Source: an optimization exercise on an open RTL-to-GDS flow (aim: small area). Production flows keep margins and buffers that such runs may drop.
At most, simulation tests tie the RTL to the original design; equivalence was not proved.
No activity file was given, so power comes from the tool's default toggle rates.

==> inputs of job 7605 <==
## uart_top
module uart_top (
    input  wire iClk,
    input  wire iRst,
    input  wire iRx,
    output wire oTx
  );
==> module uart_top, before the edit <==
module uart_top (
    input  wire iClk,
    input  wire iRst,
    input  wire iRx,
    output wire oTx
  );
  localparam S_BOT  = 6'b000000;    
  localparam S_TOP  = 6'b100000;    
  localparam C_0    = 4'd0;         
  localparam C_1    = 4'd1;
  localparam C_15   = 4'd8;         
  localparam P_CMD  = 3'd0;
  localparam P_A    = 3'd1;
  localparam P_B    = 3'd2;
  localparam P_WAIT = 3'd3;
  localparam P_TXF  = 3'd4;    
  localparam P_TX   = 3'd5;
  localparam P_TX0  = 3'd7;    
  localparam P_TXL  = 3'd6;    
  reg  [511:0] rRing;
  reg  [5:0]   rS;        
  reg  [5:0]   rDist;     
  reg  [2:0]   rPh;
  reg          rBusy;     
  reg  [3:0]   rC;        
  reg  [3:0]   rB;        
  reg  [7:0]   rD;
  reg          rX7;
  reg          rReady;    
  reg          rSub;
  reg          rCout;
  reg          rPend;     
  reg          rTx;
  wire [7:0] wHead  = rRing[7:0];
  wire       wHit   = (rDist == 6'd0);
  wire       wTop   = (rS == S_TOP);
  wire       wBot   = (rS == S_BOT);
  wire [5:0] wSNext = {rS[4:0], rS[5] ^ rS[4] ^ ~|rS[4:0]};    
  wire [3:0] wCNext = {rC[2:0], rC[3] ^ rC[2] ^ ~|rC[2:0]};
  wire       wBitEnd = (rC == C_15);
  wire       wBitBeg = (rC == C_0);
  wire       wPhA   = (rPh == P_A);
  wire       wRxPh  = ~rPh[2] & ~(rPh[1] & rPh[0]);
  wire       wTxPh  = rPh[2];
  wire       wWr    = rReady & wHit & (wPhA | (rPh == P_B));
  wire       wWrA   = wWr & wPhA;
  wire [7:0] wOpR   = wWrA ? 8'd0 : wHead;
  wire [7:0] wOpX   = wWr ? rD : 8'd0;
  wire [8:0] wSum   = {1'b0, wOpR} + {1'b0, wOpX} + {8'd0, rPend};
  wire       wStart  = wRxPh & ~rBusy & ~iRx;
  wire       wSample = rBusy & wRxPh & (((rB == 4'd0) & wBitEnd) |
                                        ((rB >= 4'd1) & (rB <= 4'd7) & wBitBeg));
  wire       wLdWin  = rB[3] | (rB[2] & rB[1]);
  wire       wLoad   = wTxPh & wLdWin & wHit;
  wire       wKDec   = wTxPh & (rPh != P_TXF) & (rB == 4'd0) & wBitBeg;
  wire       wTxGo   = (rPh == P_WAIT) & ~rPend & rB[3] & rB[2];
  wire       wFrEnd  = (rB == 4'd8) & wBitEnd;
  wire       wTxBit  = (rPh == P_TXF) ? (rCout & (rB[2:0] == 3'd0)) : (rD[rB[2:0]] ^ rSub);
  always @(posedge iClk) begin
    rRing <= {wSum[7:0], rRing[511:8]};
  end
  always @(posedge iClk) begin
    if (wSample) rD <= {iRx ^ (rSub & wPhA), rD[7:1]};
    else if (wLoad) rD[6:0] <= wHead[6:0];
    if (wKDec) rD[7] <= rX7;
    if (wLoad) rX7 <= wHead[7];
  end
  always @(posedge iClk) begin
    if (wStart | wTxGo) begin
      rC <= C_1;
      rB <= 4'd15;
    end else begin
      rC <= wCNext;
      if (wBitEnd) rB <= (wTxPh & (rB == 4'd8)) ? 4'd15 : rB + 4'd1;
    end
  end
  always @(posedge iClk) begin
    if (iRst) begin
      rS     <= S_BOT;
      rDist  <= 6'd63;
      rPh    <= P_CMD;
      rBusy  <= 1'b0;
      rReady <= 1'b0;
      rPend  <= 1'b0;
      rTx    <= 1'b1;
    end else begin
      rS    <= wSNext;
      rDist <= rDist - 6'd1 - {5'd0, wWr | wKDec};
      rPend <= wSum[8] & ~wTop;
      if (wSum[8] & wTop & ~rSub) rCout <= 1'b1;
      if (wStart) rBusy <= 1'b1;
      else if ((rB == 4'd7) & wBitEnd) rBusy <= 1'b0;
      if (wSample && rB == 4'd7) rReady <= 1'b1;
      if (rPh == P_CMD) begin
        if (rReady) begin
          rReady <= 1'b0;
          rSub   <= rD[0];
          rCout  <= 1'b0;
          rPh    <= P_A;
        end
      end else if (wWr) begin
        rReady <= 1'b0;
        if (wBot) rPh <= wPhA ? P_B : P_WAIT;
      end
      if (wTxGo) rPh <= P_TXF;
      if (wLoad & wBot & (rPh == P_TX)) rPh <= (rB[3] & rB[0]) ? P_TXL : P_TX0;
      if (wTxPh && wFrEnd) begin
        if (rPh == P_TXL)
          rPh <= P_CMD;
        else if (rPh == P_TXF)
          rPh <= P_TX;
        else if (rPh == P_TX0)
          rPh <= P_TXL;
      end
      if (wTxGo)
        rTx <= 1'b0;
      else if (wTxPh && wBitBeg)
        rTx <= rB[3] ? ~rB[0] : wTxBit;
    end
  end
  assign oTx = rTx;
endmodule
==> flow/config.mk <==
export PLATFORM = sky130hd
export DESIGN_NAME = uart_top
export DESIGN_NICKNAME = uart_top
export VERILOG_FILES = /design/flow/design.v
export SDC_FILE = /design/flow/constraint.sdc
export NUM_CORES = 4
export LEC_CHECK = 0
export CAP_MARGIN = 20
export CORE_MARGIN = 2
export CORE_UTILIZATION = 80
export SLEW_MARGIN = 20
==> flow/constraint.sdc <==
create_clock -name core_clock -period 8.0 [get_ports {iClk}]
set_input_delay 1.6000 -clock core_clock [delete_from_list [all_inputs] [get_ports {iClk}]]
set_output_delay 1.6000 -clock core_clock [all_outputs]
set_load 0.01 [all_outputs]
standard.sh (not shown) runs the stock make flow with config.mk's settings and CLKGATE_MAP_FILE= SYNTH_SCRIPT=/design/flow/synth_recipe.tcl, a recipe that flattens the netlist after the stock synthesis.
==> flow/flow/run.sh <==
#!/bin/bash
# Layout flow: the standard flow (standard.sh) with two changes.
#  1. After the standard synthesis, the combinational logic is mapped again
#     for area (flow/remap.tcl with flow/area.abc). Flip-flop instances keep
#     their names and cell types.
#  2. Clock tree synthesis builds the tree from clkbuf_8 cells in clusters of
#     at most 20 sinks and adds no dummy loads.
# Each tool's output goes to a log file in the work folder.
set -euo pipefail
WORK=$(pwd)
RES=$WORK/orfs/results/$FLOW_PLATFORM/uart_top/base

bash standard.sh synth > standard_synth.log 2>&1

cp $RES/1_2_yosys.v $WORK/1_2_yosys_standard.v
export REMAP_IN=$WORK/1_2_yosys_standard.v
export REMAP_OUT=$WORK/1_2_yosys_remap.v
export REMAP_ABC=$WORK/flow/area.abc
export LIB_FILE=$FLOW_HOME/platforms/$FLOW_PLATFORM/lib/sky130_fd_sc_hd__tt_025C_1v80.lib
export DONT_USE_CELLS="$(sed -n '/^export DONT_USE_CELLS/,/^$/p' $FLOW_HOME/platforms/$FLOW_PLATFORM/config.mk | grep -o 'sky130_fd_sc_hd__[a-z0-9_]*' | tr '\n' ' ')"
yosys -c $WORK/flow/remap.tcl > remap.log 2>&1
cp $REMAP_OUT $RES/1_2_yosys.v
touch $RES/1_2_yosys.v

export CTS_ARGS="-sink_clustering_enable -repair_clock_nets -dont_use_dummy_load -buf_list sky130_fd_sc_hd__clkbuf_8 -sink_clustering_size 20 -sink_clustering_max_diameter 60"
bash standard.sh > standard.log 2>&1
==> flow/flow/area.abc <==
strash
dc2
dch -f
amap
topo
==> flow/flow/remap.tcl <==
# Re-map the combinational logic of a synthesized netlist for area; flip-flop
# instances (names and cell types) are kept as they are.
# env: REMAP_IN REMAP_OUT LIB_FILE REMAP_ABC DONT_USE_CELLS
set lib $::env(LIB_FILE)
set du {}
foreach c $::env(DONT_USE_CELLS) { lappend du -dont_use $c }
yosys read_verilog -defer $::env(REMAP_IN)
yosys read_liberty -ignore_miss_func -overwrite $lib
yosys hierarchy -top uart_top
# keep every sequential cell as an opaque instance
yosys blackbox {*}[regexp -all -inline {sky130_fd_sc_hd__\w*df\w*} [exec grep -o {sky130_fd_sc_hd__[a-z0-9_]*df[a-z0-9_]*} $::env(REMAP_IN)]]
yosys flatten
yosys opt -purge
yosys abc -script $::env(REMAP_ABC) -liberty $lib {*}$du
yosys opt_clean -purge
yosys hilomap -singleton -hicell sky130_fd_sc_hd__conb_1 HI -locell sky130_fd_sc_hd__conb_1 LO
yosys splitnets
yosys opt_clean -purge
yosys insbuf -buf sky130_fd_sc_hd__buf_4 A X
yosys tee -o $::env(REMAP_OUT).stat stat -liberty $lib
yosys write_verilog -noattr -nohex -nodec $::env(REMAP_OUT)
==> job 1890 (differences from job 7605) <==
--- a/flow/design.v
+++ b/flow/design.v
@@ -28,3 +28,2 @@
   reg  [7:0]   rD;
-  reg          rX7;
   reg          rReady;    
@@ -49,3 +48,13 @@
   wire [7:0] wOpX   = wWr ? rD : 8'd0;
-  wire [8:0] wSum   = {1'b0, wOpR} + {1'b0, wOpX} + {8'd0, rPend};
+  wire [8:0] wCy;
+  wire [8:0] wSum;
+  assign wCy[0] = rPend;
+  genvar gi;
+  generate
+    for (gi = 0; gi < 8; gi = gi + 1) begin : g_add
+      assign wSum[gi]  = wOpR[gi] ^ wOpX[gi] ^ wCy[gi];
+      assign wCy[gi+1] = (wOpR[gi] & wOpX[gi]) | (wOpR[gi] & wCy[gi]) | (wOpX[gi] & wCy[gi]);
+    end
+  endgenerate
+  assign wSum[8] = wCy[8];
   wire       wStart  = wRxPh & ~rBusy & ~iRx;
@@ -55,2 +64,3 @@
   wire       wLoad   = wTxPh & wLdWin & wHit;
+  wire       wLoad7  = wTxPh & (rDist == 6'd63) & ~rB[3] & ~(rB[2] & rB[1] & rB[0]);
   wire       wKDec   = wTxPh & (rPh != P_TXF) & (rB == 4'd0) & wBitBeg;
@@ -64,5 +74,6 @@
     if (wSample) rD <= {iRx ^ (rSub & wPhA), rD[7:1]};
-    else if (wLoad) rD[6:0] <= wHead[6:0];
-    if (wKDec) rD[7] <= rX7;
-    if (wLoad) rX7 <= wHead[7];
+    else begin
+      if (wLoad) rD[6:0] <= wHead[6:0];
+      if (wLoad7) rD[7] <= wHead[7];
+    end
   end
--- a/flow/flow/run.sh
+++ b/flow/flow/run.sh
@@ -3,4 +3,4 @@
 #  1. After the standard synthesis, the combinational logic is mapped again
-#     for area (flow/remap.tcl with flow/area.abc). Flip-flop instances keep
-#     their names and cell types.
+#     for area (flow/remap.tcl with flow/area.abc). Flip-flop and full-adder
+#     instances keep their names and cell types.
 #  2. Clock tree synthesis builds the tree from clkbuf_8 cells in clusters of
@@ -24,3 +24,3 @@
 
-export CTS_ARGS="-sink_clustering_enable -repair_clock_nets -dont_use_dummy_load -buf_list sky130_fd_sc_hd__clkbuf_8 -sink_clustering_size 20 -sink_clustering_max_diameter 60"
+export CTS_ARGS="-sink_clustering_enable -repair_clock_nets -dont_use_dummy_load -buf_list sky130_fd_sc_hd__clkbuf_4 -sink_clustering_size 12 -sink_clustering_max_diameter 40"
 bash standard.sh > standard.log 2>&1
--- a/flow/flow/remap.tcl
+++ b/flow/flow/remap.tcl
@@ -9,4 +9,4 @@
 yosys hierarchy -top uart_top
-# keep every sequential cell as an opaque instance
-yosys blackbox {*}[regexp -all -inline {sky130_fd_sc_hd__\w*df\w*} [exec grep -o {sky130_fd_sc_hd__[a-z0-9_]*df[a-z0-9_]*} $::env(REMAP_IN)]]
+# keep every sequential cell, and the full-adder cells, as opaque instances
+yosys blackbox {*}[lsort -unique [regexp -all -inline {sky130_fd_sc_hd__(?:\w*df\w*|fa_\d)} [exec cat $::env(REMAP_IN)]]]
 yosys flatten
- CORE_UTILIZATION: 80 -> 65
- PLACE_DENSITY: not set -> 0.8
==> job 1064 (differences from job 7605) <==
--- a/flow/design.v
+++ b/flow/design.v
@@ -28,3 +28,2 @@
   reg  [7:0]   rD;
-  reg          rX7;
   reg          rReady;    
@@ -49,8 +48,19 @@
   wire [7:0] wOpX   = wWr ? rD : 8'd0;
-  wire [8:0] wSum   = {1'b0, wOpR} + {1'b0, wOpX} + {8'd0, rPend};
+  wire [8:0] wCy;
+  wire [8:0] wSum;
+  assign wCy[0] = rPend;
+  genvar gi;
+  generate
+    for (gi = 0; gi < 8; gi = gi + 1) begin : g_add
+      assign wSum[gi]  = wOpR[gi] ^ wOpX[gi] ^ wCy[gi];
+      assign wCy[gi+1] = (wOpR[gi] & wOpX[gi]) | (wOpR[gi] & wCy[gi]) | (wOpX[gi] & wCy[gi]);
+    end
+  endgenerate
+  assign wSum[8] = wCy[8];
   wire       wStart  = wRxPh & ~rBusy & ~iRx;
-  wire       wSample = rBusy & wRxPh & (((rB == 4'd0) & wBitEnd) |
-                                        ((rB >= 4'd1) & (rB <= 4'd7) & wBitBeg));
+  wire       wSample = rBusy & (((rB == 4'd0) & wBitEnd) |
+                                ((rB >= 4'd1) & (rB <= 4'd7) & wBitBeg));
   wire       wLdWin  = rB[3] | (rB[2] & rB[1]);
   wire       wLoad   = wTxPh & wLdWin & wHit;
+  wire       wLoad7  = wTxPh & (rDist == 6'd63);
   wire       wKDec   = wTxPh & (rPh != P_TXF) & (rB == 4'd0) & wBitBeg;
@@ -64,5 +74,6 @@
     if (wSample) rD <= {iRx ^ (rSub & wPhA), rD[7:1]};
-    else if (wLoad) rD[6:0] <= wHead[6:0];
-    if (wKDec) rD[7] <= rX7;
-    if (wLoad) rX7 <= wHead[7];
+    else begin
+      if (wLoad) rD[6:0] <= wHead[6:0];
+      if (wLoad7) rD[7] <= wHead[7];
+    end
   end
@@ -106,3 +117,3 @@
       if (wTxGo) rPh <= P_TXF;
-      if (wLoad & wBot & (rPh == P_TX)) rPh <= (rB[3] & rB[0]) ? P_TXL : P_TX0;
+      if (wLoad & wBot & (rPh == P_TX)) rPh <= ((rB[3] & rB[0]) | wFrEnd) ? P_TXL : P_TX0;
       if (wTxPh && wFrEnd) begin
--- a/flow/flow/run.sh
+++ b/flow/flow/run.sh
@@ -3,6 +3,6 @@
 #  1. After the standard synthesis, the combinational logic is mapped again
-#     for area (flow/remap.tcl with flow/area.abc). Flip-flop instances keep
-#     their names and cell types.
-#  2. Clock tree synthesis builds the tree from clkbuf_8 cells in clusters of
-#     at most 20 sinks and adds no dummy loads.
+#     for area (flow/remap.tcl with flow/area.abc). Flip-flop and full-adder
+#     instances keep their names and cell types.
+#  2. Clock tree synthesis builds the tree from clkbuf_4 cells in clusters of
+#     at most 12 sinks and adds no dummy loads.
 # Each tool's output goes to a log file in the work folder.
@@ -24,3 +24,3 @@
 
-export CTS_ARGS="-sink_clustering_enable -repair_clock_nets -dont_use_dummy_load -buf_list sky130_fd_sc_hd__clkbuf_8 -sink_clustering_size 20 -sink_clustering_max_diameter 60"
+export CTS_ARGS="-sink_clustering_enable -repair_clock_nets -dont_use_dummy_load -buf_list sky130_fd_sc_hd__clkbuf_4 -sink_clustering_size 12 -sink_clustering_max_diameter 40"
 bash standard.sh > standard.log 2>&1
--- a/flow/flow/remap.tcl
+++ b/flow/flow/remap.tcl
@@ -9,4 +9,4 @@
 yosys hierarchy -top uart_top
-# keep every sequential cell as an opaque instance
-yosys blackbox {*}[regexp -all -inline {sky130_fd_sc_hd__\w*df\w*} [exec grep -o {sky130_fd_sc_hd__[a-z0-9_]*df[a-z0-9_]*} $::env(REMAP_IN)]]
+# keep every sequential cell, and the full-adder cells, as opaque instances
+yosys blackbox {*}[lsort -unique [regexp -all -inline {sky130_fd_sc_hd__(?:\w*df\w*|fa_\d)} [exec cat $::env(REMAP_IN)]]]
 yosys flatten
- CAP_MARGIN: 20 -> 0
- CORE_UTILIZATION: 80 -> 65
- PLACE_DENSITY: not set -> 0.8
- SLEW_MARGIN: 20 -> 0
==> results by group <==
Place
  • DP Wirelength: 9144 um
  • Routability cong.: 0.7844

Power and ir drop
  • Comb pwr share: 1.1%

Floorplan
  • Initial Utilization: 65.78%
  • Chip width: 140.9 um
  • Num rows: 50
  • Die height: 140.9 um

Cells and area
  • Most frequent cells in the layout: dfxtp_1, nor2_1, clkinv_1, clkbuf_4

Synth
  • Syn Std Cell Area: 0.01218 mm^2
  • Syn nets: 769
  • Avg Inst Size Synth: 16.07 um^2
  • Gate Count Post-Synth: 758

Status
  • Status: timing/DRC/antenna clean
The numbers above come from job 1890.

==> results by group <==
Status
  • Status: stopped before the end
  • Failing step: detailed placement
  • First error in the log: [ERROR DPL-0033] detailed placement checks failed during check placement.

Place
  • Routability cong.: 0.8423
  • DP Wirelength: 14,290 um

Synth
  • Gate Count Post-Synth: 786

Floorplan
  • Die height: 127.7 um
The numbers above come from job 7605.

==> results by group <==
Status
  • Status: timing/DRC/antenna clean

Place
  • Routability cong.: 0.8340

Floorplan
  • Die height: 140.9 um
  • Initial Utilization: 65.74%

Synth
  • Avg Inst Size Synth: 16.27 um^2

Cells and area
  • Most frequent cells in the layout: dfxtp_1, clkbuf_4, nor2_1
The numbers above come from job 1064.

Function not checked in job 7605 and job 1890: the RTL went through the layout flow alone.

-- port drivers added, routing unchanged --
The flow's constraints put no driver on any port. The routed layouts listed below were extracted and timed again, unchanged, in two steps. Step 1 assumes that a clkbuf_16 drives the clock port and a buf_2 every other input. Step 2 also shifts input and output timing later by t, the mid clock arrival at the registers, as if the neighbouring blocks saw the same clock. Three values: no drivers, after step 1, after step 2; two values: the first two.
run	t (ns)	slack for setup (ns)	worst setup path after step 2
job 1890	0.696	3.293 / 3.293 / 3.293	register to register
job 1064	0.675	2.614 / 2.614 / 2.614	register to register
After both steps setup and hold are still met in every run listed.
